From an optimization exercise on the open Yosys and OpenROAD flow, aimed at small area; shortcuts taken in it are not production practice.
Function was checked by simulation only, so behaviour that the tests miss may differ from the original.
No activity file was given, so power comes from the tool's default toggle rates.

===== design/flow/config.mk =====
export PLATFORM = sky130hd
export DESIGN_NAME = lcd_renderer
export DESIGN_NICKNAME = lcd_renderer
export VERILOG_FILES = /design/flow/design.v
export SDC_FILE = /design/flow/constraint.sdc
export NUM_CORES = 4
export LEC_CHECK = 0
export CAP_MARGIN = 20
export CORE_MARGIN = 2
export CORE_UTILIZATION = 70
export GPL_TIMING_DRIVEN = 0
export SLEW_MARGIN = 20
export BUFFER_PORTS_ARGS = -buffer_cell sky130_fd_sc_hd__buf_1
export CTS_ARGS = -sink_clustering_enable -repair_clock_nets -dont_use_dummy_load -buf_list sky130_fd_sc_hd__clkbuf_4 -sink_clustering_size 10 -sink_clustering_max_diameter 40

===== design/flow/constraint.sdc =====
create_clock -name core_clock -period 10.0 [get_ports {clk}]
set_input_delay 2.0000 -clock core_clock [delete_from_list [all_inputs] [get_ports {clk}]]
set_output_delay 2.0000 -clock core_clock [all_outputs]
set_load 0.01 [all_outputs]

===== design/flow/design.v =====
module RAM (
  input clk,
  input we_s,           
  input we_f,           
  input first,          
  input [9:0] din,      
  input [3:0] b,        
  input [2:0] m,        
  input [3:0] col,      
  input [2:0] page,     
  output [7:0] dout
);
  wire n0 = !m[2] && !m[0];
  wire n1 = m[0] && !m[1];
  wire n2 = m[1] && !m[2];
  wire n3 = m[2] && m[0];
  wire n4 = m[1] && !m[0];
  wire n5 = m[2] && !m[1];
  wire w_r0 = (b == 4'b0111) || ((b == 4'b1110) && (n3 || n4));    
  wire ws_r0 = we_s && w_r0;
  wire wf_r0 = we_f && w_r0;
  wire w_r1 = (b == 4'b1101) || ((b == 4'b1011) && (n3 || n4));    
  wire ws_r1 = we_s && w_r1;
  wire wf_r1 = we_f && w_r1;
  wire w_r2 = (b == 4'b0110) || ((b == 4'b1100) && (n3 || n4));    
  wire ws_r2 = we_s && w_r2;
  wire wf_r2 = we_f && w_r2;
  wire w_r3 = (b == 4'b1001) || ((b == 4'b0010) && (n3 || n4));    
  wire ws_r3 = we_s && w_r3;
  wire wf_r3 = we_f && w_r3;
  wire w_ra = ((b == 4'b0001) && (n0 || n3 || n4 || n5));    
  wire ws_ra = we_s && w_ra;
  wire wf_ra = we_f && w_ra;
  wire w_rb = ((b == 4'b0001) && (n1 || n2)) || (b == 4'b0011) || ((b == 4'b1011) && (n0 || n1 || n2 || n5)) || ((b == 4'b1100) && (n0 || n1 || n2 || n5));    
  wire ws_rb = we_s && w_rb;
  wire wf_rb = we_f && w_rb;
  wire w_rc = ((b == 4'b1110) && (n0 || n1 || n2 || n5)) || ((b == 4'b0010) && (n0 || n1 || n2 || n5));    
  wire ws_rc = we_s && w_rc;
  wire wf_rc = we_f && w_rc;
  reg [127:0] r0;
  reg [127:0] r1;
  reg [127:0] r2;
  reg [127:0] r3;
  reg [63:0] ra;
  reg [15:0] rb;
  reg [7:0] rc;
  always @(posedge clk) begin
    r0[30] <= (din[5] & first) | (r0[29] & !we_f);
    r0[57] <= (din[0] & !first) | (r0[56] & !we_s);
    r0[77] <= ws_r0 ? din[9] : r0[76];
    r0[90] <= (din[0] & first) | (r0[89] & !we_f);
    r0[110] <= wf_r0 ? din[9] : r0[109];
    r0[125] <= (din[5] & !first) | (r0[124] & !we_s);
    r0[0] <= r0[127];
    r0[29:1] <= r0[28:0];
    r0[56:31] <= r0[55:30];
    r0[76:58] <= r0[75:57];
    r0[89:78] <= r0[88:77];
    r0[109:91] <= r0[108:90];
    r0[124:111] <= r0[123:110];
    r0[127:126] <= r0[126:125];
    r1[18] <= (din[6] & first) | (r1[17] & !we_f);
    r1[45] <= (din[1] & !first) | (r1[44] & !we_s);
    r1[77] <= ws_r1 ? din[9] : r1[76];
    r1[78] <= (din[1] & first) | (r1[77] & !we_f);
    r1[110] <= wf_r1 ? din[9] : r1[109];
    r1[113] <= (din[6] & !first) | (r1[112] & !we_s);
    r1[0] <= r1[127];
    r1[17:1] <= r1[16:0];
    r1[44:19] <= r1[43:18];
    r1[76:46] <= r1[75:45];
    r1[109:79] <= r1[108:78];
    r1[112:111] <= r1[111:110];
    r1[127:114] <= r1[126:113];
    r2[6] <= (din[7] & first) | (r2[5] & !we_f);
    r2[33] <= (din[2] & !first) | (r2[32] & !we_s);
    r2[66] <= (din[2] & first) | (r2[65] & !we_f);
    r2[77] <= ws_r2 ? din[9] : r2[76];
    r2[101] <= (din[7] & !first) | (r2[100] & !we_s);
    r2[110] <= wf_r2 ? din[9] : r2[109];
    r2[0] <= r2[127];
    r2[5:1] <= r2[4:0];
    r2[32:7] <= r2[31:6];
    r2[65:34] <= r2[64:33];
    r2[76:67] <= r2[75:66];
    r2[100:78] <= r2[99:77];
    r2[109:102] <= r2[108:101];
    r2[127:111] <= r2[126:110];
    r3[21] <= (din[3] & !first) | (r3[20] & !we_s);
    r3[54] <= (din[3] & first) | (r3[53] & !we_f);
    r3[77] <= ws_r3 ? din[9] : r3[76];
    r3[89] <= (din[8] & !first) | (r3[88] & !we_s);
    r3[110] <= wf_r3 ? din[9] : r3[109];
    r3[122] <= (din[8] & first) | (r3[121] & !we_f);
    r3[0] <= r3[127];
    r3[20:1] <= r3[19:0];
    r3[53:22] <= r3[52:21];
    r3[76:55] <= r3[75:54];
    r3[88:78] <= r3[87:77];
    r3[109:90] <= r3[108:89];
    r3[121:111] <= r3[120:110];
    r3[127:123] <= r3[126:122];
    ra[9] <= (din[4] & !first) | (ra[8] & !we_s);
    ra[13] <= ws_ra ? din[9] : ra[12];
    ra[42] <= (din[4] & first) | (ra[41] & !we_f);
    ra[46] <= wf_ra ? din[9] : ra[45];
    ra[0] <= ra[63];
    ra[8:1] <= ra[7:0];
    ra[12:10] <= ra[11:9];
    ra[41:14] <= ra[40:13];
    ra[45:43] <= ra[44:42];
    ra[63:47] <= ra[62:46];
    rb[13] <= ws_rb ? din[9] : rb[12];
    rb[14] <= wf_rb ? din[9] : rb[13];
    rb[0] <= rb[15];
    rb[12:1] <= rb[11:0];
    rb[15] <= rb[14];
    rc[5] <= ws_rc ? din[9] : rc[4];
    rc[6] <= wf_rc ? din[9] : rc[5];
    rc[0] <= rc[7];
    rc[4:1] <= rc[3:0];
    rc[7] <= rc[6];
  end
  wire c9 = (col == 4'b0010);
  wire p0 = (page == 3'd0);
  wire p1 = (page == 3'd1);
  wire p2 = (page == 3'd2);
  wire p3 = (page == 3'd3);
  wire p4 = (page == 3'd4);
  wire p5 = (page == 3'd5);
  wire p6 = (page == 3'd6);
  wire p7 = (page == 3'd7);
  wire s0_r0 = (col == 4'b0001) || (col == 4'b1011) || (c9 && (p2));
  wire s0_r1 = (col == 4'b0011) || (col == 4'b0110) || (c9 && (p4));
  wire s0_r2 = (col == 4'b0111) || (col == 4'b1100) || (c9 && (p5));
  wire s0_r3 = (col == 4'b1110) || (col == 4'b1001) || (c9 && (p7));
  wire s0_ra = (col == 4'b1101);
  wire s0_rb = (c9 && (p1 || p6));
  wire s0_rc = (c9 && (p3));
  wire s1_r0 = (col == 4'b0001) || (col == 4'b1011) || (c9 && (p2));
  wire s1_r1 = (col == 4'b0011) || (col == 4'b0110) || (c9 && (p3));
  wire s1_r2 = (col == 4'b0111) || (col == 4'b1100) || (c9 && (p5));
  wire s1_r3 = (col == 4'b1110) || (col == 4'b1001) || (c9 && (p6));
  wire s1_ra = (col == 4'b1101) || (c9 && (p0));
  wire s1_rb = (c9 && (p1 || p4));
  wire s1_rc = (c9 && (p7));
  wire s2_r0 = (col == 4'b0001) || (col == 4'b1011) || (c9 && (p1));
  wire s2_r1 = (col == 4'b0011) || (col == 4'b0110) || (c9 && (p3));
  wire s2_r2 = (col == 4'b0111) || (col == 4'b1100) || (c9 && (p4));
  wire s2_r3 = (col == 4'b1110) || (col == 4'b1001) || (c9 && (p6));
  wire s2_ra = (col == 4'b1101);
  wire s2_rb = (c9 && (p0 || p5));
  wire s2_rc = (c9 && (p2));
  assign dout[0] = (s0_r0 & r0[7]) | (s0_r1 & r1[7]) | (s0_r2 & r2[7]) | (s0_r3 & r3[7]) | (s0_ra & ra[7]) | (s0_rb & rb[7]) | (s0_rc & rc[7]);
  assign dout[1] = (s0_r0 & r0[6]) | (s0_r1 & r1[6]) | (s0_r2 & r2[6]) | (s0_r3 & r3[6]) | (s0_ra & ra[6]) | (s0_rb & rb[6]) | (s0_rc & rc[6]);
  assign dout[2] = (s1_r0 & r0[5]) | (s1_r1 & r1[5]) | (s1_r2 & r2[5]) | (s1_r3 & r3[5]) | (s1_ra & ra[5]) | (s1_rb & rb[5]) | (s1_rc & rc[5]);
  assign dout[3] = (s1_r0 & r0[4]) | (s1_r1 & r1[4]) | (s1_r2 & r2[4]) | (s1_r3 & r3[4]) | (s1_ra & ra[4]) | (s1_rb & rb[4]) | (s1_rc & rc[4]);
  assign dout[4] = (s1_r0 & r0[3]) | (s1_r1 & r1[3]) | (s1_r2 & r2[3]) | (s1_r3 & r3[3]) | (s1_ra & ra[3]) | (s1_rb & rb[3]) | (s1_rc & rc[3]);
  assign dout[5] = (s1_r0 & r0[2]) | (s1_r1 & r1[2]) | (s1_r2 & r2[2]) | (s1_r3 & r3[2]) | (s1_ra & ra[2]) | (s1_rb & rb[2]) | (s1_rc & rc[2]);
  assign dout[6] = (s2_r0 & r0[1]) | (s2_r1 & r1[1]) | (s2_r2 & r2[1]) | (s2_r3 & r3[1]) | (s2_ra & ra[1]) | (s2_rb & rb[1]) | (s2_rc & rc[1]);
  assign dout[7] = (s2_r0 & r0[0]) | (s2_r1 & r1[0]) | (s2_r2 & r2[0]) | (s2_r3 & r3[0]) | (s2_ra & ra[0]) | (s2_rb & rb[0]) | (s2_rc & rc[0]);
endmodule
module RAM_ctrl (
  input [99:0] game_table,
  input clk,
  input rst_n,
  input data_valid,       
  input y_last,           
  input x_last,           
  input init,             
  output ready,
  output we_s,
  output we_f,
  output reg [9:0] din,
  output reg [3:0] b,
  output reg [2:0] m      
);
  localparam [4*15-1:0] BS = {4'b1000, 4'b0100, 4'b1010, 4'b0101, 4'b0010, 4'b1001, 4'b1100, 4'b0110, 4'b1011, 4'b1101, 4'b1110, 4'b0111, 4'b0011, 4'b0001, 4'b0000};
  wire [3:0] B [0:14];
  genvar g;
  generate for (g = 0; g < 15; g = g + 1) begin : g_b
    assign B[g] = BS[4*g +: 4];
  end endgenerate
  integer jj, kk;
  always @* begin
    for (jj = 0; jj < 10; jj = jj + 1) begin
      din[jj] = 1'b0;
      for (kk = 0; kk < 10; kk = kk + 1)
        din[jj] = din[jj] | ((b == B[kk + 1]) & game_table[10*kk + jj]);
    end
  end
  wire wr = (b != B[0]) && (b != B[11]) && (b != B[12]) && (b != B[13]);
  assign we_s = wr && !init;
  assign we_f = wr && init;
  assign ready = (b == B[13]) && m[2] && m[0];     
  always @(posedge clk or negedge rst_n) begin
    if (!rst_n) begin
      b <= 4'b0000;
      m <= 3'b000;                                    
    end else begin
      if (data_valid && y_last) begin
        if (x_last) begin b <= B[0]; m <= 3'b001; end    
        else begin b <= B[11]; m <= 3'b001; end           
      end else if (!ready) begin
        m <= {m[1:0], ~m[2]};
        if (m[1] && !m[2]) b <= {b[2:0], ~(b[3] ^ b[2])};    
      end
    end
  end
endmodule
module LCD_control (
  input wire clk,
  input wire rst_n,
  input wire [7:0] tap,      
  input wire ready,          
  output wire data_valid,    
  output wire [3:0] col,     
  output wire y_last,
  output wire x_last,
  output wire init,
  output wire [2:0] page,
  output wire LCD_di,
  output wire LCD_rw,
  output reg LCD_en,
  output wire LCD_rst,
  output wire [1:0] LCD_cs,
  output reg [7:0] LCD_data
);
  localparam [3:0] SETDSL = 4'b0000, E_X0 = 4'b0001, E_Y = 4'b0010, E_D0 = 4'b0011,
                   SETY = 4'b0100, IDLE = 4'b0101, D_D0 = 4'b0110, D_D1 = 4'b0111,
                   SETX = 4'b1000, E_X1 = 4'b1001, E_D = 4'b1011,
                   D_X = 4'b1101, D_D = 4'b1111;
  assign LCD_rst = rst_n;
  assign LCD_cs = 2'b10;
  assign LCD_rw = 1'b0;
  reg [3:0] state;
  assign LCD_di = state[3];
  reg [2:0] x_cnt;
  reg [3:0] yb;
  reg [2:0] ym;
  localparam [3:0] Y0 = 4'b0000, Y1 = 4'b0001, Y2 = 4'b0011, Y3 = 4'b0111, Y4 = 4'b1110,
                   Y5 = 4'b1101, Y6 = 4'b1011, Y7 = 4'b0110, Y8 = 4'b1100, Y9 = 4'b1001,
                   Y10 = 4'b0010, Y11 = 4'b0101;
  wire data_st = (state[2:0] == 3'b111);         
  assign data_valid = ready && data_st && !LCD_en;
  assign y_last = (yb == Y11) && ym[2] && ym[0];           
  assign x_last = (x_cnt == 3'd7);
  assign init = !state[2];
  assign col = yb;
  assign page = x_cnt;
  wire border = (yb == Y0) || (yb == Y11);
  wire first_byte = ym[1] && !ym[2];                        
  wire [7:0] rowmask = (x_cnt == 3'd0) ? 8'b0000_0011 : (x_cnt == 3'd7) ? 8'b1100_0000 : 8'b0;
  reg [7:0] cmd;
  always @* begin
    case (state)
      SETDSL:     cmd = 8'hc0;
      E_X0, E_X1, D_X, SETX: cmd = {5'b10111, x_cnt};    
      E_Y, SETY:  cmd = 8'h40;
      IDLE:       cmd = 8'h3f;
      default:    cmd = 8'h00;    
    endcase
  end
  wire load = !LCD_en && (state[2:1] == 2'b11 ? (data_valid && (border || first_byte)) : 1'b1);
  wire [7:0] data_next = data_st ? (tap | rowmask | {8{border}}) : cmd;
  always @(posedge clk or negedge rst_n) begin
    if (!rst_n) begin
      LCD_data <= 8'h00;
      LCD_en <= 1'b1;
      state <= SETDSL;
      x_cnt <= 3'd0;
      yb <= Y0;
      ym <= 3'b000;
    end else begin
      LCD_en <= ~LCD_en;
      if (load) LCD_data <= data_next;
      if (!LCD_en) begin
        case (state)
          SETDSL: state <= E_X0;
          E_X0, E_X1: state <= E_Y;
          E_Y:    state <= E_D0;
          E_D0, E_D: begin
            state <= E_D;
            if (y_last) begin
              x_cnt <= x_cnt + 1'b1;
              state <= x_last ? SETX : E_X1;
            end
          end
          SETX:   state <= SETY;
          SETY:   state <= IDLE;
          IDLE:   state <= D_D0;
          D_D0:   state <= D_D1;    
          D_D1, D_D: begin
            if (data_valid) begin
              state <= D_D;
              if (y_last) begin
                x_cnt <= x_cnt + 1'b1;
                state <= D_X;
              end
            end
          end
          D_X:    state <= (x_cnt == 3'd0) ? IDLE : D_D1;
          default: ;
        endcase
        if ((state[2:0] == 3'b011) || data_valid) begin    
          if (y_last) begin
            yb <= Y0; ym <= 3'b000;
          end else begin
            ym <= {ym[1:0], ~ym[2]};
            if (ym[0] && !ym[1]) yb <= {yb[2:0], ~(yb[3] ^ yb[2])};    
          end
        end
      end
    end
  end
endmodule
module lcd_renderer (
  input clk,
  input rst_n,
  input [99:0] game_table,
  output LCD_rst,
  output [1:0] LCD_cs,
  output LCD_rw,
  output LCD_di,
  output [7:0] LCD_data,
  output LCD_en
);
  wire ready, out_valid, we_s, we_f, y_last, x_last, init;
  wire [9:0] din;
  wire [3:0] col;
  wire [7:0] tap;
  wire [3:0] wb;
  wire [2:0] wm, page;
  RAM_ctrl ram_c (
    .game_table(game_table), .clk(clk), .rst_n(rst_n), .data_valid(out_valid),
    .y_last(y_last), .x_last(x_last), .init(init), .ready(ready),
    .we_s(we_s), .we_f(we_f), .din(din), .b(wb), .m(wm)
  );
  RAM R1 (.clk(clk), .we_s(we_s), .we_f(we_f), .first(init), .din(din), .b(wb), .m(wm),
          .col(col), .page(page), .dout(tap));
  LCD_control LCD_ctrl (
    .clk(clk), .rst_n(rst_n), .tap(tap), .ready(ready), .data_valid(out_valid),
    .col(col), .y_last(y_last), .x_last(x_last), .init(init), .page(page),
    .LCD_di(LCD_di), .LCD_rw(LCD_rw), .LCD_en(LCD_en), .LCD_rst(LCD_rst),
    .LCD_cs(LCD_cs), .LCD_data(LCD_data)
  );
endmodule

===== design/flow/flow/run.sh =====
#!/bin/bash
# Layout flow: the standard ORFS flow (standard.sh) with these changes:
#  - synthesis: the standard synthesis, but yosys abc maps the logic with
#    the area-oriented script flow/abc_area.script and no adder cells are
#    extracted (flow/synth_area.tcl); the registers are the standard
#    synthesis's;
#  - port buffers use the smallest buffer (buf_1) instead of ORFS's default
#    pick; every input and output port still gets its own buffer;
#  - clock tree synthesis builds leaf clusters of at most 10 sinks driven by
#    clkbuf_4 and inserts no dummy loads.
# Each tool's full output goes to a log file in this folder (make.log) and to
# ORFS's own per-step logs under orfs/logs/.
set -euo pipefail
export FLOW_SYNTH_TCL="$PWD/synth_recipe.tcl"
export FLOW_ABC_AREA_SCRIPT="$PWD/flow/abc_area.script"
cat >> config.mk <<'C'
export BUFFER_PORTS_ARGS = -buffer_cell sky130_fd_sc_hd__buf_1
export CTS_ARGS = -sink_clustering_enable -repair_clock_nets -dont_use_dummy_load -buf_list sky130_fd_sc_hd__clkbuf_4 -sink_clustering_size 10 -sink_clustering_max_diameter 40
C
bash standard.sh "SYNTH_SCRIPT=$PWD/flow/synth_area.tcl" finish > make.log 2>&1

===== design/flow/flow/abc_area.script =====
strash
&get -n
&fraig -x
&put
dc2
strash
&get -n
&dc2
&dch -f
&nf -R 2000 -C 20
&put

===== design/flow/flow/synth_area.tcl =====
# The standard synthesis (synth_recipe.tcl, sourced unchanged: ORFS's
# synth.tcl with yosys synth -nofsm -noshare, then flatten and rename) with
# two changes to the combinational logic only:
#  - yosys abc maps the logic with the area-oriented script
#    flow/abc_area.script instead of ORFS's delay-oriented one;
#  - half and full adders are not extracted into adder cells (extract_fa is
#    skipped), so abc maps the counters' increments with the rest.
# Flip-flops are mapped before abc and abc does not touch them, so the
# registers (count, names, cell types) are those of the standard synthesis.
proc abc {args} {
  set i [lsearch -exact $args -script]
  if {$i >= 0} { lset args [expr {$i + 1}] $::env(FLOW_ABC_AREA_SCRIPT) }
  yosys abc {*}$args
}
proc extract_fa {args} {}
source $::env(FLOW_SYNTH_TCL)

===== design/flow/standard.sh =====
#!/bin/bash
# synth_recipe.tcl (not shown) runs the flow's synth.tcl, then flattens the netlist and writes it again
# the make line also repeats each setting of config.mk as NAME=value (left out here)
make -C /OpenROAD-flow-scripts/flow DESIGN_CONFIG=/design/flow/config.mk WORK_HOME=/design/flow/orfs CLKGATE_MAP_FILE= SYNTH_SCRIPT=/design/flow/synth_recipe.tcl "${@:-finish}"

==> tab_implementation.tex, run 1 <==
\begin{tabular}{lr}
\hline
Metric & Value \\
\hline
\multicolumn{2}{l}{\textbf{Placed design}} \\
Post-detailed-placement half-perimeter wirelength & roughly 16 mm \\
Minimum setup slack after placement & 5.069 ns \\
Number of port buffers & between 100 and 150 \\
Post-Place Cell Area & around 0.016 mm\^{}2 \\
Final GP Congestion & 0.8644 \\
\multicolumn{2}{l}{\textbf{Worst setup path}} \\
Maximum net fanout on the critical path & 31 \\
Critical Path Sink Type & primary output \\
Critical path startpoint category & primary input \\
Worst setup path category & primary input to primary output \\
Arrival time at the worst endpoint & between 2 and 3 ns \\
Required time reported for the critical path endpoint & 8.00 ns \\
\multicolumn{2}{l}{\textbf{Floorplanning}} \\
Die width & roughly 150 um \\
Chip Height & about 150 um \\
Core Box Area & 0.02089 mm\^{}2 \\
Total I/O pin count & 116 \\
Die Footprint & 0.02233 mm\^{}2 \\
Initial core utilization & roughly 70\% \\
Placement Rows & between 50 and 60 \\
\multicolumn{2}{l}{\textbf{Power and ir drop}} \\
Internal Dissipation & slightly below 3 mW \\
Sequential power share & a little under three quarters \\
Clock power share & around 28\% \\
Part of the total power dissipated in combinational logic & less than 1\% \\
Pwr per Cell Area & 227.8 mW/mm\^{}2 \\
Total leakage power & 6.604 nW \\
Switching power & between 0.7 and 0.8 mW \\
Peak supply drop & 0.0001396 V \\
Fraction of power spent switching nets & approximately a fifth \\
\multicolumn{2}{l}{\textbf{Global routing}} \\
Antenna violations before repair & 1 \\
Overflow left after global routing & 0 \\
Global-route wire length before repair & around 38 mm \\
Overall routing resource usage & between 20\% and 30\% \\
Number of global-route vias before repair & $\sim$7500 \\
Largest net degree at the start of global routing & 32 \\
\multicolumn{2}{l}{\textbf{Clock tree}} \\
Master cell of the clock root buffer & sky130\_fd\_sc\_hd\_\_clkbuf\_4 \\
CTS buffer count & 73 \\
Worst-skew pair later-pin latency & between 0.6 and 0.7 ns \\
CTS tree & done \\
Number of instances resized during post-cts repair & 0 \\
Clk buf depth & 3 \\
Post-CTS setup repair buffer count & 0 \\
CTS Hold Bufs & 0 \\
CTS H-Tree Depth & 3 \\
Clock-pin slew of the registers on the worst-case setup and hold paths & around 0.090 ns \\
Total clock sinks & between 600 and 700 \\
\multicolumn{2}{l}{\textbf{Synth}} \\
Synth Area per Inst & around 15 um\^{}2 \\
Synth Flop Type & sky130\_fd\_sc\_hd\_\_dfxtp\_1 \\
Area contributors post-synth & sky130\_fd\_sc\_hd\_\_dfxtp\_1, sky130\_fd\_sc\_hd\_\_dfrtp\_1, sky130\_fd\_sc\_hd\_\_a222oi\_1, sky130\_fd\_sc\_hd\_\_nand2\_1, sky130\_fd\_sc\_hd\_\_nor2\_1 \\
Area fraction of the dominant cell type after synthesis & about four fifths \\
Most frequent cell after synthesis & sky130\_fd\_sc\_hd\_\_dfxtp\_1 \\
Syn Inst Count & around 960 \\
Count of flip-flops with a built-in enable after synthesis & 0 \\
Cell type with the highest aggregate area in the netlist & sky130\_fd\_sc\_hd\_\_dfxtp\_1 \\
Sequential cell area fraction in the yosys report & approximately 86\% \\
Share of async-settable or async-resettable flops after synthesis & $\sim$4.8\% \\
Cell area after synthesis & between 0.01 and 0.015 mm\^{}2 \\
Ranking of synthesized cells by instance count & sky130\_fd\_sc\_hd\_\_dfxtp\_1, sky130\_fd\_sc\_hd\_\_nand2\_1, sky130\_fd\_sc\_hd\_\_nor2\_1, sky130\_fd\_sc\_hd\_\_a222oi\_1, sky130\_fd\_sc\_hd\_\_dfrtp\_1 \\
Synth Warn \# & 3 \\
Flop and latch count out of synthesis & 630 \\
Number of library cell types mapped by synthesis & 40 \\
\multicolumn{2}{l}{\textbf{Detailed routing}} \\
Total number of vias & roughly 7600 \\
Detail-routed net length per standard cell & approximately 17 um \\
Routed via count divided by cell count & between 5 and 6 \\
DR pass1 iterations & 7 \\
Final WL & roughly 25 mm \\
Residual DRC count & 0 \\
Post-route antenna net violation count & 0 \\
First-iteration detailed-routing DRC count & 583 \\
\multicolumn{2}{l}{\textbf{Min path}} \\
Hold Path Class & flip-flop to flip-flop \\
\multicolumn{2}{l}{\textbf{STA}} \\
Actual transition at the worst max-transition pin & 1.190 ns \\
Least setup slack across all paths after layout & 5.107 ns \\
Final setup violation count & 0 \\
Post-layout minimum cycle time & between 4 and 5 ns \\
Worst hold slack & around 0.29 ns \\
Highest Clock Rate & 204.4 MHz \\
Unrepaired setup endpoints after global routing & no \\
Portion of the clock cycle consumed by the worst path in the final layout & 48.93\% \\
Largest clock skew in the final design & $\sim$0.043 ns \\
Setup\_tns & 0 ns \\
Endpoints failing hold & 0 \\
Max Transition Viols Final & 0 \\
Slew headroom & a little over 20\% \\
\multicolumn{2}{l}{\textbf{Run}} \\
Max capacitance violation total & 0 \\
\multicolumn{2}{l}{\textbf{Final layout}} \\
Final-stage net count & 1258 \\
Synthesis-to-finish area growth & 9.353\% \\
Post-route design area & between 0.015 and 0.02 mm\^{}2 \\
Layout cells sized above 1 & 7.799\% \\
Post-layout util & around 78\% \\
Number of inserted filler cells in the final layout & 1270 \\
\multicolumn{2}{l}{\textbf{Run status}} \\
Status & no timing/DRC/antenna violations \\
\hline
\end{tabular}
worst max-delay path, cell delays in order:
cell,delay (ns)
sky130_fd_sc_hd__buf_2,0.53
sky130_fd_sc_hd__buf_4,0.22
sky130_fd_sc_hd__buf_1,0.14
power by group through the flow:
| stage | clock network [mW] | logic (mW) | registers (mW) |
|---|---|---|---|
| after CTS | 1.06 | 0.0327 | 2.64 |
| after detailed placement | 0 | 0.0322 | 2.69 |
| after global placement | 0 | 0.0316 | 2.69 |
| final | 1.02 | 0.0325 | 2.64 |
| after global routing | 1.16 | 0.0359 | 2.65 |
| after floorplan | 0 | 0.0106 | 2.68 |
cells by family (layout without fill, tap and decap cells):
kind of cell	after synthesis	in the layout	share of synthesized area [%]
buf+inv	11	200	0.3803
flops	630	630	86.19
mux	19	19	1.436
simple gates	172	172	5.230
compound gates	128	128	6.591
other cells	2	4	0.05072
xor+xnor	2	2	0.1183
final timing paths:
| check | endpoint | slack (ns) | cells past startpoint | startpoint |
|---|---|---|---|---|
| worst min register to register | R1.r2[89]$_DFF_P_ | 0.29 | 0 | R1.r2[88]$_DFF_P_ |
| worst min-delay path | R1.r2[89]$_DFF_P_ | 0.29 | 0 | R1.r2[88]$_DFF_P_ |
| min in group asynchronous | LCD_ctrl.state[3]$_DFFE_PN0P_ | 1.35 | 1 | rst_n |
| max in group asynchronous | LCD_ctrl.yb[3]$_DFFE_PN0P_ | 8.17 | 1 | rst_n |
| worst max-delay path | LCD_rst | 5.11 | 3 | rst_n |
| worst max register to register | LCD_ctrl.LCD_data[4]$_DFFE_PN0P_ | 6.86 | 6 | LCD_ctrl.state[2]$_DFFE_PN0P_ |
placed cells by master (no fill, tap or decap), drive strengths merged, types with 2 or more instances in the layout:
master / Yosys / final
o21ai: 23 / 23
clkinv: 7 / 7
dfxtp: 600 / 600
mux2: 18 / 18
nand2: 62 / 62
a31oi: 6 / 6
nor2b: 2 / 2
clkbuf: 0 / 73
dfrtp: 29 / 29
or2: 2 / 2
nor3: 10 / 10
a21oi: 17 / 17
a22oi: 13 / 13
a41o: 2 / 2
o22a: 2 / 2
a221oi: 11 / 11
or3: 4 / 4
nand2b: 12 / 12
buf: 4 / 120
nand4: 11 / 11
a222oi: 33 / 33
a22o: 14 / 14
conb: 2 / 3
nor2: 55 / 55
nand3: 7 / 7
and4: 3 / 3
final cells by class:
| type | count | area, um^2 | share of cell area [%] |
|---|---|---|---|
| Inverter | 7 | 26.28 | 0.1623 |
| Buffer | 4 | 30.03 | 0.1854 |
| Antenna cell | 1 | 2.502 | 0.01545 |
| Timing Repair Buffer | 116 | 459.2 | 2.836 |
| Tap cell | 275 | 344.1 | 2.125 |
| Clock buffer | 73 | 548.0 | 3.384 |
| Multi-Input combinational cell | 324 | 2019 | 12.47 |
| Sequential cell | 630 | 12760 | 78.82 |
flip-flops by register name (all words and copies together) (netlist names), 4 cells and up:
signal and flops:
R1.rc 8, R1.r2 128, R1.r0 128, LCD_ctrl.yb 4, ram_c.b 4, LCD_ctrl.LCD_data 8
R1.ra 64, R1.rb 16, LCD_ctrl.state 4, R1.r1 128, R1.r3 128
stage by stage:
step           total power, mW  cells
6_report                 3.688   1430
5_1_grt                  3.848   1430
4_1_cts                  3.728   1429
3_5_place_dp             2.726   1356
3_3_place_gp             2.722   1352
2_1_floorplan            2.690    965
layer usage:
layer | wire, um | GRT usage [%] | vias up | share of wire (%)
met5 | 0 | 0 | - | 0
met4 | 635 | 9.048 | 0 | 2.6
met3 | 1552 | 4.970 | 58 | 6.3
met2 | 11160 | 35.14 | 264 | 45
met1 | 11400 | 32.02 | 3553 | 46
li1 | - | - | 3676 | -
==> run 2, diff against run 1 <==
--- a/design/flow/flow/run.sh
+++ b/design/flow/flow/run.sh
@@ -16,5 +16,5 @@
 cat >> config.mk <<'C'
 export BUFFER_PORTS_ARGS = -buffer_cell sky130_fd_sc_hd__buf_1
-export CTS_ARGS = -sink_clustering_enable -repair_clock_nets -dont_use_dummy_load -buf_list sky130_fd_sc_hd__clkbuf_4 -sink_clustering_size 10 -sink_clustering_max_diameter 40
+export CTS_ARGS = -sink_clustering_enable -repair_clock_nets -dont_use_dummy_load -buf_list sky130_fd_sc_hd__clkbuf_4 -sink_clustering_size 10 -sink_clustering_max_diameter 30
 C
 bash standard.sh "SYNTH_SCRIPT=$PWD/flow/synth_area.tcl" finish > make.log 2>&1
==> design/flow/config.mk (replaced) <==
export PLATFORM = sky130hd
export DESIGN_NAME = lcd_renderer
export DESIGN_NICKNAME = lcd_renderer
export VERILOG_FILES = /design/flow/design.v
export SDC_FILE = /design/flow/constraint.sdc
export NUM_CORES = 4
export LEC_CHECK = 0
export CAP_MARGIN = 20
export CORE_MARGIN = 2
export CORE_UTILIZATION = 70
export SLEW_MARGIN = 20
export BUFFER_PORTS_ARGS = -buffer_cell sky130_fd_sc_hd__buf_1
export CTS_ARGS = -sink_clustering_enable -repair_clock_nets -dont_use_dummy_load -buf_list sky130_fd_sc_hd__clkbuf_4 -sink_clustering_size 10 -sink_clustering_max_diameter 30
==> run 2 against run 1 <==
  * Power grew 0.60%
  * Setup slack gained 0.11 ns
  * Cell count grew 0.21%
  * Register-to-register slack gained 0.10 ns
  * Via count grew 1.7%
  * Sequential power is essentially flat
  * Sequential share of layout area is essentially flat
  * Highest routed layer unchanged
  * First-iteration DRC count grew 21%
  * Largest cell class unchanged
  * Critical endpoint unchanged
  * Non-clock buffer count shrank 2
  * Final area is essentially flat
  * Synthesized area is the same
  * Routed wire length grew 1.5%
==> tab_implementation.tex, run 2 <==
\begin{tabular}{lr}
\hline
Metric & Value \\
\hline
\multicolumn{2}{l}{\textbf{Synth}} \\
Cell type with the highest aggregate area in the netlist & sky130\_fd\_sc\_hd\_\_dfxtp\_1 \\
Largest family of logic cells by synthesized area & compound AO/OA/AOI/OAI gates \\
Flop and latch count out of synthesis & 630 (unchanged) \\
Sequential cell area fraction in the yosys report & 86.19\% (unchanged) \\
Area fraction of the dominant cell type after synthesis & 81.12\% (unchanged) \\
Share of async-settable or async-resettable flops after synthesis & 4.762\% (unchanged) \\
Number of library cell types mapped by synthesis & 40 (unchanged) \\
Count of flip-flops with a built-in enable after synthesis & 0 (unchanged) \\
Ranking of synthesized cells by instance count & sky130\_fd\_sc\_hd\_\_dfxtp\_1, sky130\_fd\_sc\_hd\_\_nand2\_1, sky130\_fd\_sc\_hd\_\_nor2\_1, sky130\_fd\_sc\_hd\_\_a222oi\_1, sky130\_fd\_sc\_hd\_\_dfrtp\_1 \\
Area contributors post-synth & sky130\_fd\_sc\_hd\_\_dfxtp\_1, sky130\_fd\_sc\_hd\_\_dfrtp\_1, sky130\_fd\_sc\_hd\_\_a222oi\_1, sky130\_fd\_sc\_hd\_\_nand2\_1, sky130\_fd\_sc\_hd\_\_nor2\_1 \\
Synth Area per Inst & 15.36 um\^{}2 (unchanged) \\
Synth Warn \# & 3 (unchanged) \\
Post-synthesis mux area share & 1.436\% (unchanged) \\
Most frequent cell after synthesis & sky130\_fd\_sc\_hd\_\_dfxtp\_1 \\
Cell area after synthesis & 0.01481 mm\^{}2 (unchanged) \\
Xor and xnor area share after synthesis & 0.1183\% (unchanged) \\
Syn Inst Count & 964 (unchanged) \\
Synth Flop Type & sky130\_fd\_sc\_hd\_\_dfxtp\_1 \\
Area share of and/or/nand/nor cells after synthesis & 5.230\% (unchanged) \\
Post-synthesis compound-gate area fraction & 6.591\% (unchanged) \\
Share of synthesized cell area in full adder, half adder and majority cells & 0\% (unchanged) \\
\multicolumn{2}{l}{\textbf{Worst setup path}} \\
Number of buffer and inverter stages on the critical path & 2 (-1) \\
Critical path, cell by cell & clkbuf\_2 -> buf\_1 \\
Reg-to-reg startpoint & ram\_c.b[2]\$\_DFFE\_PN0P\_ \\
Critical path's largest stage delay & 0.57 ns (+0.04 ns) \\
Worst R2R Setup Slack & 6.96 ns (+0.10 ns) \\
Critical Path Sink Type & primary output \\
Crit. path cell count & 2 (-1) \\
Cell type group with the largest total delay on the critical path & buffers and inverters \\
Arrival time at the worst endpoint & 2.79 ns (-0.10 ns) \\
Capture instance of the worst register-to-register path & LCD\_ctrl.LCD\_data[0]\$\_DFFE\_PN0P\_ \\
Crit path from & rst\_n \\
Critical path startpoint category & primary input \\
Slowest stage cell, crit path & sky130\_fd\_sc\_hd\_\_clkbuf\_2 \\
Worst reg-to-reg path cell count & 8 (+2) \\
Required time reported for the critical path endpoint & 8.00 ns (about the same) \\
Worst setup path category & primary input to primary output \\
Maximum net fanout on the critical path & 31 (unchanged) \\
Crit path capture & LCD\_rst \\
\multicolumn{2}{l}{\textbf{Final layout}} \\
FF+latch area & 0.01276 mm\^{}2 (unchanged) \\
Most frequent standard cell in the layout excluding fill and tap cells & sky130\_fd\_sc\_hd\_\_dfxtp\_1 \\
Number of inserted filler cells in the final layout & 1240 (-2.4\%) \\
Total area of multi-input combinational cells & 0.002007 mm\^{}2 (-0.62\%) \\
Synthesis-to-finish area growth & 9.337\% (about the same) \\
Commonest non-fill, non-tap cells in the layout & sky130\_fd\_sc\_hd\_\_dfxtp\_1, sky130\_fd\_sc\_hd\_\_buf\_1, sky130\_fd\_sc\_hd\_\_clkbuf\_4, sky130\_fd\_sc\_hd\_\_nand2\_1, sky130\_fd\_sc\_hd\_\_nor2\_1 \\
Layout cells sized above 1 & 7.612\% (-0.19 points) \\
Final-stage net count & 1260 (+0.16\%) \\
\multicolumn{2}{l}{\textbf{Clock tree}} \\
CTS tree & done \\
CTS buffer count & 77 (+5.5\%) \\
Worst-skew pair later-pin latency & 0.67 ns (about the same) \\
Clock-pin slew of the registers on the worst-case setup and hold paths & 0.10 ns (about the same) \\
Clk buf depth & 3 (unchanged) \\
Number of instances resized during post-cts repair & 0 (unchanged) \\
Post-CTS setup repair buffer count & 0 (unchanged) \\
CTS H-Tree Depth & 3 (unchanged) \\
CTS Hold Bufs & 0 (unchanged) \\
Master cell of the clock root buffer & sky130\_fd\_sc\_hd\_\_clkbuf\_4 \\
Total clock sinks & 630 (unchanged) \\
\multicolumn{2}{l}{\textbf{Floorplanning}} \\
Total I/O pin count & 116 (unchanged) \\
Initial core utilization & 70.89\% (unchanged) \\
Chip Height & 149.4 um (unchanged) \\
Die width & 149.4 um (unchanged) \\
Core Box Area & 0.02089 mm\^{}2 (unchanged) \\
Die Footprint & 0.02233 mm\^{}2 (unchanged) \\
Placement Rows & 53 (unchanged) \\
\multicolumn{2}{l}{\textbf{Run status}} \\
Status & no timing/DRC/antenna violations \\
\multicolumn{2}{l}{\textbf{STA}} \\
Setup\_tns & 0 ns (unchanged) \\
Actual transition at the worst max-transition pin & 1.177 ns (-0.01323 ns) \\
Portion of the clock cycle consumed by the worst path in the final layout & 47.85\% (-1.1 points) \\
Endpoints failing hold & 0 (unchanged) \\
Highest Clock Rate & 209.0 MHz (+2.2\%) \\
Least setup slack across all paths after layout & 5.215 ns (+0.1076 ns) \\
Max Transition Viols Final & 0 (unchanged) \\
Largest clock skew in the final design & 0.06493 ns (+0.02239 ns) \\
Unrepaired setup endpoints after global routing & no \\
Post-layout minimum cycle time & 4.785 ns (-0.1076 ns) \\
Slew headroom & 21.12\% (+0.75 points) \\
Final setup violation count & 0 (unchanged) \\
\multicolumn{2}{l}{\textbf{Global routing}} \\
Global-route wire length before repair & 38.61 mm (+0.63\%) \\
Largest net degree at the start of global routing & 32 (unchanged) \\
Overflow left after global routing & 0 (unchanged) \\
Antenna violations before repair & 2 (+1) \\
Number of global-route vias before repair & 7554 (+0.84\%) \\
Overall routing resource usage & 23.04\% (+0.22 points) \\
\multicolumn{2}{l}{\textbf{Placed design}} \\
Minimum setup slack after placement & 5.168 ns (+0.09848 ns) \\
Final GP Congestion & 0.8965 (+3.7\%) \\
Post-detailed-placement half-perimeter wirelength & 16.51 mm (+2.6\%) \\
Number of port buffers & 112 (unchanged) \\
\multicolumn{2}{l}{\textbf{Detailed routing}} \\
DR pass1 iterations & 9 (+2) \\
Residual DRC count & 0 (unchanged) \\
Final WL & 25.13 mm (+1.5\%) \\
Detail-routed net length per standard cell & 17.53 um (+1.3\%) \\
Post-route antenna net violation count & 0 (unchanged) \\
Routed via count divided by cell count & 5.359 (+1.5\%) \\
First-iteration detailed-routing DRC count & 705 (+21\%) \\
Total number of vias & 7679 (+1.7\%) \\
\multicolumn{2}{l}{\textbf{Power and ir drop}} \\
Pwr per Cell Area & 229.2 mW/mm\^{}2 (+0.62\%) \\
Peak supply drop & 0.0001792 V (+28\%) \\
Total leakage power & 6.615 nW (+0.15\%) \\
\multicolumn{2}{l}{\textbf{Min path}} \\
Number of cells on the worst hold path & 0 (unchanged) \\
Hold\_sp & R1.r2[75]\$\_DFF\_P\_ \\
Hold Path Class & flip-flop to flip-flop \\
\multicolumn{2}{l}{\textbf{Run}} \\
Max capacitance violation total & 0 (unchanged) \\
\hline
\end{tabular}
[run 2: cell counts after synthesis]
No cell type changed its count.
[run 2: final cells by class]
| class | count | area share, % |
|---|---|---|
| Clock buffer | 77 | 3.570 |
| Inverter | 7 | 0.1623 |
| Sequential cell | 630 | 78.83 |
| Tap cell | 275 | 2.125 |
| Timing Repair Buffer | 118 | 2.883 |
| Antenna cell | 2 | 0.03091 |
| Multi-Input combinational cell | 324 | 12.40 |
[run 2: metrics by stage]
step	power, mW	instance area [um^2]	instances	hold WS (ns)	util, %
2_1_floorplan	2.690	14810	965	0.3096	-
3_3_place_gp	2.722	15610	1354	0.3097	74.72
3_5_place_dp	2.726	15610	1354	0.3121	74.72
4_1_cts	3.749	16190	1431	0.2937	77.48
5_1_grt	3.865	16190	1433	0.2803	77.51
6_report	3.710	16190	1433	0.2857	77.51
[run 2: where the power goes]
group | switching, mW | total (mW) | internal [mW] | leakage, nW
Combinational | 0.0162 | 0.0312 | 0.0150 | 0.883
Sequential | 0.0294 | 2.64 | 2.61 | 5.38
Clock | 0.685 | 1.04 | 0.357 | 0.354
[run 2: worst min-delay path by stage]
stage | endpoint | slack (ns)
floorplan | R1.r0[0]$_DFF_P_ | 0.31
global placement | R1.r3[112]$_DFF_P_ | 0.31
detailed placement | R1.r1[69]$_DFF_P_ | 0.31
CTS | R1.r1[121]$_DFF_P_ | 0.29
global route | R1.r1[86]$_DFF_P_ | 0.28
finish | R1.r2[76]$_DFF_P_ | 0.29
[run 2: logic make-up (layout without fill, tap and decap cells)]
kind of cell | after synthesis | in the layout
and+or+nand+nor | 172 | 172
DFF | 630 | 630
other | 2 | 5
buffers and inverters | 11 | 202
muxes | 19 | 19
xor gates and xnor gates | 2 | 2
AOI/OAI and AO/OA | 128 | 128
[run 2: per-layer routing]
metal | part of all wire, % | up-vias | global-route usage (%) | wire, um
met2 | 45 | 313 | 34.20 | 11330
met1 | 45 | 3635 | 32.93 | 11260
met5 | 0 | - | 0 | 0
met3 | 7.5 | 50 | 5.335 | 1894
met4 | 2.5 | 0 | 9.952 | 640
li1 | - | 3681 | - | -
==> run 3, diff against run 2 <==
--- a/design/flow/flow/run.sh
+++ b/design/flow/flow/run.sh
@@ -7,5 +7,5 @@
 #  - port buffers use the smallest buffer (buf_1) instead of ORFS's default
 #    pick; every input and output port still gets its own buffer;
-#  - clock tree synthesis builds leaf clusters of at most 10 sinks driven by
+#  - clock tree synthesis builds leaf clusters of at most 11 sinks driven by
 #    clkbuf_4 and inserts no dummy loads.
 # Each tool's full output goes to a log file in this folder (make.log) and to
@@ -16,5 +16,5 @@
 cat >> config.mk <<'C'
 export BUFFER_PORTS_ARGS = -buffer_cell sky130_fd_sc_hd__buf_1
-export CTS_ARGS = -sink_clustering_enable -repair_clock_nets -dont_use_dummy_load -buf_list sky130_fd_sc_hd__clkbuf_4 -sink_clustering_size 10 -sink_clustering_max_diameter 30
+export CTS_ARGS = -sink_clustering_enable -repair_clock_nets -dont_use_dummy_load -buf_list sky130_fd_sc_hd__clkbuf_4 -sink_clustering_size 11 -sink_clustering_max_diameter 30
 C
 bash standard.sh "SYNTH_SCRIPT=$PWD/flow/synth_area.tcl" finish > make.log 2>&1
--- a/design/flow/config.mk
+++ b/design/flow/config.mk
@@ -11,3 +11,3 @@
 export SLEW_MARGIN = 20
 export BUFFER_PORTS_ARGS = -buffer_cell sky130_fd_sc_hd__buf_1
-export CTS_ARGS = -sink_clustering_enable -repair_clock_nets -dont_use_dummy_load -buf_list sky130_fd_sc_hd__clkbuf_4 -sink_clustering_size 10 -sink_clustering_max_diameter 30
+export CTS_ARGS = -sink_clustering_enable -repair_clock_nets -dont_use_dummy_load -buf_list sky130_fd_sc_hd__clkbuf_4 -sink_clustering_size 11 -sink_clustering_max_diameter 30
==> run 3 against run 2 <==
  * Still clean on timing, DRC and antenna
  * Critical path depth unchanged
  * Flip-flop and latch count unchanged
  * Sequential power is essentially flat
  * Hold slack got worse by 0.0065 ns
  * Synthesized cell count stayed put
  * Global-route usage is 0.12 points higher
  * Die area unchanged
  * Core utilization down 0.084 points
  * Cell count decreased by 0.21%
  * Final area decreased by 0.11%
  * Via count shrank 0.79%
  * Clock skew shrank 0.0044 ns
  * Critical path type unchanged
  * Largest cell class unchanged
==> tab_implementation.tex, run 3 <==
\begin{tabular}{lr}
\hline
Metric & Value \\
\hline
\multicolumn{2}{l}{\textbf{Final layout}} \\
Synthesis-to-finish area growth & 9.218\% \\
Layout cells sized above 1 & 7.452\% (-0.16 points) \\
Most frequent standard cell in the layout excluding fill and tap cells & sky130\_fd\_sc\_hd\_\_dfxtp\_1 \\
Commonest non-fill, non-tap cells in the layout & sky130\_fd\_sc\_hd\_\_dfxtp\_1, sky130\_fd\_sc\_hd\_\_buf\_1, sky130\_fd\_sc\_hd\_\_clkbuf\_4, sky130\_fd\_sc\_hd\_\_nand2\_1, sky130\_fd\_sc\_hd\_\_nor2\_1 \\
Post-route design area & 0.01617 mm\^{}2 (-0.11\%) \\
Non-filler cells, final & 1430 (-0.21\%) \\
Number of inserted filler cells in the final layout & 1235 (-0.40\%) \\
Post-layout util & 77.42\% (-0.084 points) \\
Final-stage net count & 1258 (-0.16\%) \\
\multicolumn{2}{l}{\textbf{Power and ir drop}} \\
Pwr per Cell Area & 229.1 mW/mm\^{}2 (about the same) \\
Peak supply drop & 0.0001718 V (-4.1\%) \\
Total leakage power & 6.605 nW (-0.14\%) \\
\multicolumn{2}{l}{\textbf{Worst setup path}} \\
Worst setup path category & primary input to primary output \\
Number of buffer and inverter stages on the critical path & 2 (unchanged) \\
Critical path's largest stage delay & 0.56 ns (about the same) \\
Critical path, cell by cell & clkbuf\_2 -> buf\_1 \\
Arrival time at the worst endpoint & 2.78 ns (about the same) \\
Critical path startpoint category & primary input \\
Critical Path Sink Type & primary output \\
Required time reported for the critical path endpoint & 8.00 ns (about the same) \\
Maximum net fanout on the critical path & 31 (unchanged) \\
Cell type group with the largest total delay on the critical path & buffers and inverters \\
Slowest stage cell, crit path & sky130\_fd\_sc\_hd\_\_clkbuf\_2 \\
\multicolumn{2}{l}{\textbf{Synth}} \\
Synth Warn \# & 3 (unchanged) \\
Sequential cell area fraction in the yosys report & 86.19\% (unchanged) \\
Ranking of synthesized cells by instance count & sky130\_fd\_sc\_hd\_\_dfxtp\_1, sky130\_fd\_sc\_hd\_\_nand2\_1, sky130\_fd\_sc\_hd\_\_nor2\_1, sky130\_fd\_sc\_hd\_\_a222oi\_1, sky130\_fd\_sc\_hd\_\_dfrtp\_1 \\
Share of async-settable or async-resettable flops after synthesis & 4.762\% (unchanged) \\
Synth Area per Inst & 15.36 um\^{}2 (unchanged) \\
Area fraction of the dominant cell type after synthesis & 81.12\% (unchanged) \\
Synth Flop Type & sky130\_fd\_sc\_hd\_\_dfxtp\_1 \\
Flop and latch count out of synthesis & 630 (unchanged) \\
Count of flip-flops with a built-in enable after synthesis & 0 (unchanged) \\
Number of library cell types mapped by synthesis & 40 (unchanged) \\
Most frequent cell after synthesis & sky130\_fd\_sc\_hd\_\_dfxtp\_1 \\
Area contributors post-synth & sky130\_fd\_sc\_hd\_\_dfxtp\_1, sky130\_fd\_sc\_hd\_\_dfrtp\_1, sky130\_fd\_sc\_hd\_\_a222oi\_1, sky130\_fd\_sc\_hd\_\_nand2\_1, sky130\_fd\_sc\_hd\_\_nor2\_1 \\
Cell type with the highest aggregate area in the netlist & sky130\_fd\_sc\_hd\_\_dfxtp\_1 \\
Cell area after synthesis & 0.01481 mm\^{}2 (unchanged) \\
Syn Inst Count & 964 (unchanged) \\
\multicolumn{2}{l}{\textbf{Run status}} \\
Status & no timing/DRC/antenna violations \\
\multicolumn{2}{l}{\textbf{Placed design}} \\
Post-detailed-placement half-perimeter wirelength & 16.51 mm (unchanged) \\
Post-Place Cell Area & 0.01561 mm\^{}2 (unchanged) \\
Number of port buffers & 112 (unchanged) \\
Placed instance count & 1354 (unchanged) \\
Final GP Congestion & 0.8965 (unchanged) \\
\multicolumn{2}{l}{\textbf{STA}} \\
Highest Clock Rate & 209.3 MHz (+0.14\%) \\
Actual transition at the worst max-transition pin & 1.246 ns (+0.06932 ns) \\
Largest clock skew in the final design & 0.06054 ns (-0.004396 ns) \\
Post-layout minimum cycle time & 4.779 ns (-0.006800 ns) \\
Endpoints failing hold & 0 (unchanged) \\
Setup\_tns & 0 ns (unchanged) \\
Final setup violation count & 0 (unchanged) \\
Unrepaired setup endpoints after global routing & no \\
Portion of the clock cycle consumed by the worst path in the final layout & 47.79\% (-0.068 points) \\
Max Transition Viols Final & 0 (unchanged) \\
Slew headroom & 16.48\% (-4.6 points) \\
\multicolumn{2}{l}{\textbf{Floorplanning}} \\
Die width & 149.4 um (unchanged) \\
Initial core utilization & 70.89\% (unchanged) \\
Total I/O pin count & 116 (unchanged) \\
Die Footprint & 0.02233 mm\^{}2 (unchanged) \\
Placement Rows & 53 (unchanged) \\
Chip Height & 149.4 um (unchanged) \\
Core Box Area & 0.02089 mm\^{}2 (unchanged) \\
\multicolumn{2}{l}{\textbf{Min path}} \\
Hold Path Class & flip-flop to flip-flop \\
\multicolumn{2}{l}{\textbf{Clock tree}} \\
CTS tree & done \\
Worst-skew pair later-pin latency & 0.69 ns (+0.02 ns) \\
Total clock sinks & 630 (unchanged) \\
CTS H-Tree Depth & 3 (unchanged) \\
Clock-pin slew of the registers on the worst-case setup and hold paths & 0.10 ns (about the same) \\
Post-CTS setup repair buffer count & 0 (unchanged) \\
Clk buf depth & 3 (unchanged) \\
Number of instances resized during post-cts repair & 0 (unchanged) \\
CTS Hold Bufs & 0 (unchanged) \\
Master cell of the clock root buffer & sky130\_fd\_sc\_hd\_\_clkbuf\_4 \\
CTS buffer count & 75 (-2.6\%) \\
\multicolumn{2}{l}{\textbf{Detailed routing}} \\
Post-route antenna net violation count & 0 (unchanged) \\
DR pass1 iterations & 5 (-4) \\
Routed via count divided by cell count & 5.327 (-0.59\%) \\
Detail-routed net length per standard cell & 17.60 um (+0.36\%) \\
Total number of vias & 7618 (-0.79\%) \\
Final WL & 25.16 mm (+0.15\%) \\
First-iteration detailed-routing DRC count & 692 (-1.8\%) \\
Residual DRC count & 0 (unchanged) \\
\multicolumn{2}{l}{\textbf{Global routing}} \\
Global-route wire length before repair & 38.85 mm (+0.61\%) \\
Number of global-route vias before repair & 7566 (+0.16\%) \\
Largest net degree at the start of global routing & 32 (unchanged) \\
Overall routing resource usage & 23.16\% (+0.12 points) \\
Antenna violations before repair & 1 (-1) \\
Overflow left after global routing & 0 (unchanged) \\
\multicolumn{2}{l}{\textbf{Run}} \\
Max capacitance violation total & 0 (unchanged) \\
\hline
\end{tabular}
==> run 3: worst paths after layout <==
| check | from | slack [ns] | depth (start not counted) | endpoint |
|---|---|---|---|---|
| min in group asynchronous | rst_n | 1.36 | 1 | LCD_ctrl.LCD_data[0]$_DFFE_PN0P_ |
| max in group asynchronous | rst_n | 8.10 | 1 | LCD_ctrl.yb[0]$_DFFE_PN0P_ |
| setup reg to reg | ram_c.b[2]$_DFFE_PN0P_ | 7.00 | 8 | LCD_ctrl.LCD_data[1]$_DFFE_PN0P_ |
| hold / removal | R1.r0[41]$_DFF_P_ | 0.28 | 0 | R1.r0[42]$_DFF_P_ |
| hold reg to reg | R1.r0[41]$_DFF_P_ | 0.28 | 0 | R1.r0[42]$_DFF_P_ |
| setup / recovery | rst_n | 5.22 | 2 | LCD_rst |
==> run 3: cell families after synthesis <==
logic type                after synthesis  share of synthesized area, %
xor gates and xnor gates                2                        0.1183
DFF                                   630                         86.19
muxes                                  19                         1.436
other                                   2                       0.05072
AOI/OAI and AO/OA                     128                         6.591
buffers and inverters                  11                        0.3803
and+or+nand+nor                       172                         5.230
==> run 3: worst register-to-register path, delay by kind of cell, from the launching register on <==
family          cells  cell delay [ns]
compound gates      3             0.70
flops               1             0.51
simple gates        5             1.68
==> run 3: through the flow <==
| step | setup slack (ns) | total power, mW | hold slack [ns] |
|---|---|---|---|
| finish | 5.221 | 3.705 | 0.2792 |
| detailed placement | 5.168 | 2.726 | 0.3121 |
| global route | 5.066 | 3.852 | 0.2781 |
| global placement | 5.180 | 2.722 | 0.3097 |
| floorplan | 5.881 | 2.690 | 0.3096 |
| CTS | 5.165 | 3.740 | 0.2798 |
==> run 3: where the power goes <==
group / total (mW) / switching (mW) / internal [mW]
clock network: 1.04 / 0.688 / 0.347
logic: 0.0312 / 0.0162 / 0.0150
registers: 2.64 / 0.0294 / 2.61
==> run 3: layer usage <==
metal | up-vias | track usage [%] | wire length, um
met5 | - | 0 | 0
met4 | 0 | 9.952 | 758
met3 | 62 | 4.939 | 1613
met2 | 286 | 35.09 | 11300
met1 | 3601 | 32.76 | 11490
li1 | 3669 | - | -
==> run 3: cell type report <==
type | count | area (um^2) | share of cell area, %
flip-flops and latches | 630 | 12760 | 78.92
multi-input cells | 324 | 2007 | 12.41
clock buffers | 75 | 563.0 | 3.481
repair buffers | 118 | 466.7 | 2.886
well taps | 275 | 344.1 | 2.127
inverters | 7 | 26.28 | 0.1625
diodes | 1 | 2.502 | 0.01547
==> run 4, diff against run 3 <==
--- a/design/flow/flow/run.sh
+++ b/design/flow/flow/run.sh
@@ -16,5 +16,5 @@
 cat >> config.mk <<'C'
 export BUFFER_PORTS_ARGS = -buffer_cell sky130_fd_sc_hd__buf_1
-export CTS_ARGS = -sink_clustering_enable -repair_clock_nets -dont_use_dummy_load -buf_list sky130_fd_sc_hd__clkbuf_4 -sink_clustering_size 11 -sink_clustering_max_diameter 30
+export CTS_ARGS = -sink_clustering_enable -repair_clock_nets -dont_use_dummy_load -buf_list sky130_fd_sc_hd__clkbuf_4 -sink_clustering_size 11 -sink_clustering_max_diameter 40
 C
 bash standard.sh "SYNTH_SCRIPT=$PWD/flow/synth_area.tcl" finish > make.log 2>&1
--- a/design/flow/config.mk
+++ b/design/flow/config.mk
@@ -11,3 +11,3 @@
 export SLEW_MARGIN = 20
 export BUFFER_PORTS_ARGS = -buffer_cell sky130_fd_sc_hd__buf_1
-export CTS_ARGS = -sink_clustering_enable -repair_clock_nets -dont_use_dummy_load -buf_list sky130_fd_sc_hd__clkbuf_4 -sink_clustering_size 11 -sink_clustering_max_diameter 30
+export CTS_ARGS = -sink_clustering_enable -repair_clock_nets -dont_use_dummy_load -buf_list sky130_fd_sc_hd__clkbuf_4 -sink_clustering_size 11 -sink_clustering_max_diameter 40
==> run 4 against run 3 <==
  * Synthesized cell count stayed put
  * Cell count is 0.49% lower
  * Count of clock-buffer cells in the layout is 8 lower
  * Routed wire length is 0.15% higher
  * First-iteration DRC count is 1.0% higher
  * Via count is 0.25% lower
  * Critical path depth stayed put
  * Register-to-register slack worse by 0.10 ns
  * Clock power is 4% lower
  * Setup slack worse by 0.011 ns
  * Critical endpoint unchanged
==> tab_implementation.tex, run 4 <==
\begin{tabular}{lr}
\hline
Metric & Value \\
\hline
\multicolumn{2}{l}{\textbf{Run status}} \\
Status & no timing/DRC/antenna violations \\
\multicolumn{2}{l}{\textbf{Clock tree}} \\
Worst-skew pair later-pin latency & 0.67 ns (-0.02 ns) \\
CTS H-Tree Depth & 3 (unchanged) \\
CTS tree & done \\
CTS buffer count & 67 (-11\%) \\
Number of instances resized during post-cts repair & 0 (unchanged) \\
Clk buf depth & 3 (unchanged) \\
Master cell of the clock root buffer & sky130\_fd\_sc\_hd\_\_clkbuf\_4 \\
Post-CTS setup repair buffer count & 0 (unchanged) \\
Total clock sinks & 630 (unchanged) \\
CTS Hold Bufs & 0 (unchanged) \\
Clock-pin slew of the registers on the worst-case setup and hold paths & 0.11 ns (about the same) \\
\multicolumn{2}{l}{\textbf{Synth}} \\
Cell area after synthesis & 0.01481 mm\^{}2 (unchanged) \\
Syn Inst Count & 964 (unchanged) \\
Cell type with the highest aggregate area in the netlist & sky130\_fd\_sc\_hd\_\_dfxtp\_1 \\
Largest family of logic cells by synthesized area & compound AO/OA/AOI/OAI gates \\
Count of flip-flops with a built-in enable after synthesis & 0 (unchanged) \\
Share of synthesized cell area in full adder, half adder and majority cells & 0\% (unchanged) \\
Area fraction of the dominant cell type after synthesis & 81.12\% (unchanged) \\
Post-synthesis compound-gate area fraction & 6.591\% (unchanged) \\
Share of async-settable or async-resettable flops after synthesis & 4.762\% (unchanged) \\
Synth Warn \# & 3 (unchanged) \\
Ranking of synthesized cells by instance count & sky130\_fd\_sc\_hd\_\_dfxtp\_1, sky130\_fd\_sc\_hd\_\_nand2\_1, sky130\_fd\_sc\_hd\_\_nor2\_1, sky130\_fd\_sc\_hd\_\_a222oi\_1, sky130\_fd\_sc\_hd\_\_dfrtp\_1 \\
Most frequent cell after synthesis & sky130\_fd\_sc\_hd\_\_dfxtp\_1 \\
Area contributors post-synth & sky130\_fd\_sc\_hd\_\_dfxtp\_1, sky130\_fd\_sc\_hd\_\_dfrtp\_1, sky130\_fd\_sc\_hd\_\_a222oi\_1, sky130\_fd\_sc\_hd\_\_nand2\_1, sky130\_fd\_sc\_hd\_\_nor2\_1 \\
Sequential cell area fraction in the yosys report & 86.19\% (unchanged) \\
Number of library cell types mapped by synthesis & 40 (unchanged) \\
Flop and latch count out of synthesis & 630 (unchanged) \\
Synth Area per Inst & 15.36 um\^{}2 (unchanged) \\
Post-synthesis mux area share & 1.436\% (unchanged) \\
Synth Flop Type & sky130\_fd\_sc\_hd\_\_dfxtp\_1 \\
Area share of and/or/nand/nor cells after synthesis & 5.230\% (unchanged) \\
Xor and xnor area share after synthesis & 0.1183\% (unchanged) \\
\multicolumn{2}{l}{\textbf{STA}} \\
Highest Clock Rate & 208.8 MHz (-0.24\%) \\
Portion of the clock cycle consumed by the worst path in the final layout & 47.90\% (+0.11 points) \\
Max Transition Viols Final & 0 (unchanged) \\
Worst hold slack & 0.2878 ns (+0.008660 ns) \\
Largest clock skew in the final design & 0.05852 ns (-0.002017 ns) \\
Post-layout minimum cycle time & 4.790 ns (+0.01150 ns) \\
Setup\_tns & 0 ns (unchanged) \\
Actual transition at the worst max-transition pin & 1.201 ns (-0.04518 ns) \\
Least setup slack across all paths after layout & 5.210 ns (-0.01150 ns) \\
Final setup violation count & 0 (unchanged) \\
Unrepaired setup endpoints after global routing & no \\
Endpoints failing hold & 0 (unchanged) \\
Slew headroom & 19.50\% (+3.0 points) \\
\multicolumn{2}{l}{\textbf{Final layout}} \\
Final-stage net count & 1250 (-0.64\%) \\
Most frequent standard cell in the layout excluding fill and tap cells & sky130\_fd\_sc\_hd\_\_dfxtp\_1 \\
Commonest non-fill, non-tap cells in the layout & sky130\_fd\_sc\_hd\_\_dfxtp\_1, sky130\_fd\_sc\_hd\_\_buf\_1, sky130\_fd\_sc\_hd\_\_clkbuf\_4, sky130\_fd\_sc\_hd\_\_nand2\_1, sky130\_fd\_sc\_hd\_\_nor2\_1 \\
Layout cells sized above 1 & 6.806\% (-0.65 points) \\
Synthesis-to-finish area growth & 8.830\% \\
Post-layout util & 77.15\% (-0.28 points) \\
\multicolumn{2}{l}{\textbf{Min path}} \\
Hold Path Class & flip-flop to flip-flop \\
Number of cells on the worst hold path & 0 (unchanged) \\
Hold\_sp & R1.r2[105]\$\_DFF\_P\_ \\
\multicolumn{2}{l}{\textbf{Global routing}} \\
Overall routing resource usage & 23.07\% (-0.083 points) \\
Number of global-route vias before repair & 7469 (-1.3\%) \\
Antenna violations before repair & 2 (+1) \\
Overflow left after global routing & 0 (unchanged) \\
Global-route wire length before repair & 38.71 mm (-0.36\%) \\
Largest net degree at the start of global routing & 32 (unchanged) \\
\multicolumn{2}{l}{\textbf{Detailed routing}} \\
DR pass1 iterations & 6 (+1) \\
Final WL & 25.20 mm (+0.15\%) \\
Total number of vias & 7599 (-0.25\%) \\
Detail-routed net length per standard cell & 17.71 um (+0.64\%) \\
Routed via count divided by cell count & 5.340 (+0.24\%) \\
First-iteration detailed-routing DRC count & 699 (+1.0\%) \\
Residual DRC count & 0 (unchanged) \\
Post-route antenna net violation count & 0 (unchanged) \\
\multicolumn{2}{l}{\textbf{Power and ir drop}} \\
Peak supply drop & 0.0001789 V (+4.1\%) \\
Total leakage power & 6.569 nW (-0.56\%) \\
Power Total & 3.664 mW (-1.1\%) \\
Pwr per Cell Area & 227.3 mW/mm\^{}2 (-0.76\%) \\
\multicolumn{2}{l}{\textbf{Floorplanning}} \\
Total I/O pin count & 116 (unchanged) \\
Placement Rows & 53 (unchanged) \\
Initial core utilization & 70.89\% (unchanged) \\
Die width & 149.4 um (unchanged) \\
Chip Height & 149.4 um (unchanged) \\
Die Footprint & 0.02233 mm\^{}2 (unchanged) \\
Core Box Area & 0.02089 mm\^{}2 (unchanged) \\
\multicolumn{2}{l}{\textbf{Placed design}} \\
Minimum setup slack after placement & 5.168 ns (unchanged) \\
Final GP Congestion & 0.8965 (unchanged) \\
Post-detailed-placement half-perimeter wirelength & 16.51 mm (unchanged) \\
Number of port buffers & 112 (unchanged) \\
\multicolumn{2}{l}{\textbf{Worst setup path}} \\
Critical path startpoint category & primary input \\
Maximum net fanout on the critical path & 31 (unchanged) \\
Required time reported for the critical path endpoint & 8.00 ns (about the same) \\
Critical path, cell by cell & clkbuf\_2 -> buf\_1 \\
Worst reg-to-reg path cell count & 8 (unchanged) \\
Crit. path cell count & 2 (unchanged) \\
Number of buffer and inverter stages on the critical path & 2 (unchanged) \\
Critical path's largest stage delay & 0.57 ns (about the same) \\
Arrival time at the worst endpoint & 2.79 ns (about the same) \\
Slowest stage cell, crit path & sky130\_fd\_sc\_hd\_\_clkbuf\_2 \\
Critical Path Sink Type & primary output \\
Cell type group with the largest total delay on the critical path & buffers and inverters \\
Crit path from & rst\_n \\
Worst setup path category & primary input to primary output \\
Reg-to-reg startpoint & ram\_c.b[2]\$\_DFFE\_PN0P\_ \\
\multicolumn{2}{l}{\textbf{Run}} \\
Max capacitance violation total & 0 (unchanged) \\
\hline
\end{tabular}
==> run 4: cell counts after synthesis <==
No cell type changed its count.
==> run 4: routing by layer <==
layer	global-route usage [%]	part of all wire, %
met2	33.92	44
met4	9.476	2.4
met5	0	0
met1	33.27	46
met3	5.671	7.2
==> run 4: cells by family (layout without fill, tap and decap cells) <==
family,after synthesis,count (layout)
compound gates,128,128
xor+xnor,2,2
buf+inv,11,192
flops,630,630
mux,19,19
other cells,2,5
simple gates,172,172
==> run 4: per-stage QoR <==
stage | instances | cell area [um^2]
finish | 1423 | 16120
global route | 1423 | 16120
CTS | 1421 | 16110
detailed placement | 1354 | 15610
global placement | 1354 | 15610
floorplan | 965 | 14810
==> run 4: final timing paths <==
check,slack (ns),endpoint
setup reg to reg,6.90,LCD_ctrl.LCD_data[0]$_DFFE_PN0P_
hold reg to reg,0.29,R1.r2[106]$_DFF_P_
setup / recovery,5.21,LCD_rst
hold / removal,0.29,R1.r2[106]$_DFF_P_
max in group asynchronous,8.09,LCD_ctrl.LCD_data[2]$_DFFE_PN0P_
min in group asynchronous,1.41,ram_c.m[2]$_DFFE_PN0P_
==> run 4: power by group <==
group          switching (mW)  internal, mW  leakage [nW]
combinational          0.0162        0.0150         0.883
sequential             0.0296          2.61          5.38
clock                   0.682         0.312         0.308
==> run 4: final cells by class <==
type                            count  area, um^2
Antenna cell                        2       5.005
Clock buffer                       67       503.0
Fill cell                        1245        4773
Inverter                            7       26.28
Multi-Input combinational cell    324        2007
Sequential cell                   630       12760
Tap cell                          275       344.1
Timing Repair Buffer              118       466.7

-- static timing again, ports no longer ideal --
How much do the figures lean on ideal ports? The routed layouts below were timed once more, with nothing changed but the port constraints.
Step 1 assumes that a clkbuf_16 drives the clock port and a buf_2 every other input.
Step 2, shift: input delay + t, output delay - t, t = (earliest + latest rising clock arrival at the registers) / 2. This alone moves slack from input paths to output paths.
a / b / c = no drivers / after step 1 / after step 2; a / b = the first two.
run | t (ns) | slack for setup (ns) | worst hold slack (ns)
run 1 | 0.696 | 5.107 / 5.083 / 5.083 | 0.293 / 0.293 / 0.293
run 2 | 0.694 | 5.215 / 5.192 / 5.192 | 0.286 / 0.286 / 0.286
run 3 | 0.706 | 5.221 / 5.199 / 5.199 | 0.279 / 0.279 / 0.279
run 4 | 0.678 | 5.210 / 5.187 / 5.187 | 0.288 / 0.288 / 0.288
After both steps setup and hold are still met in every run listed. For run 1, which loses most, drivers alone change the setup slack by -0.024 ns; drivers and shift together by -0.024 ns.
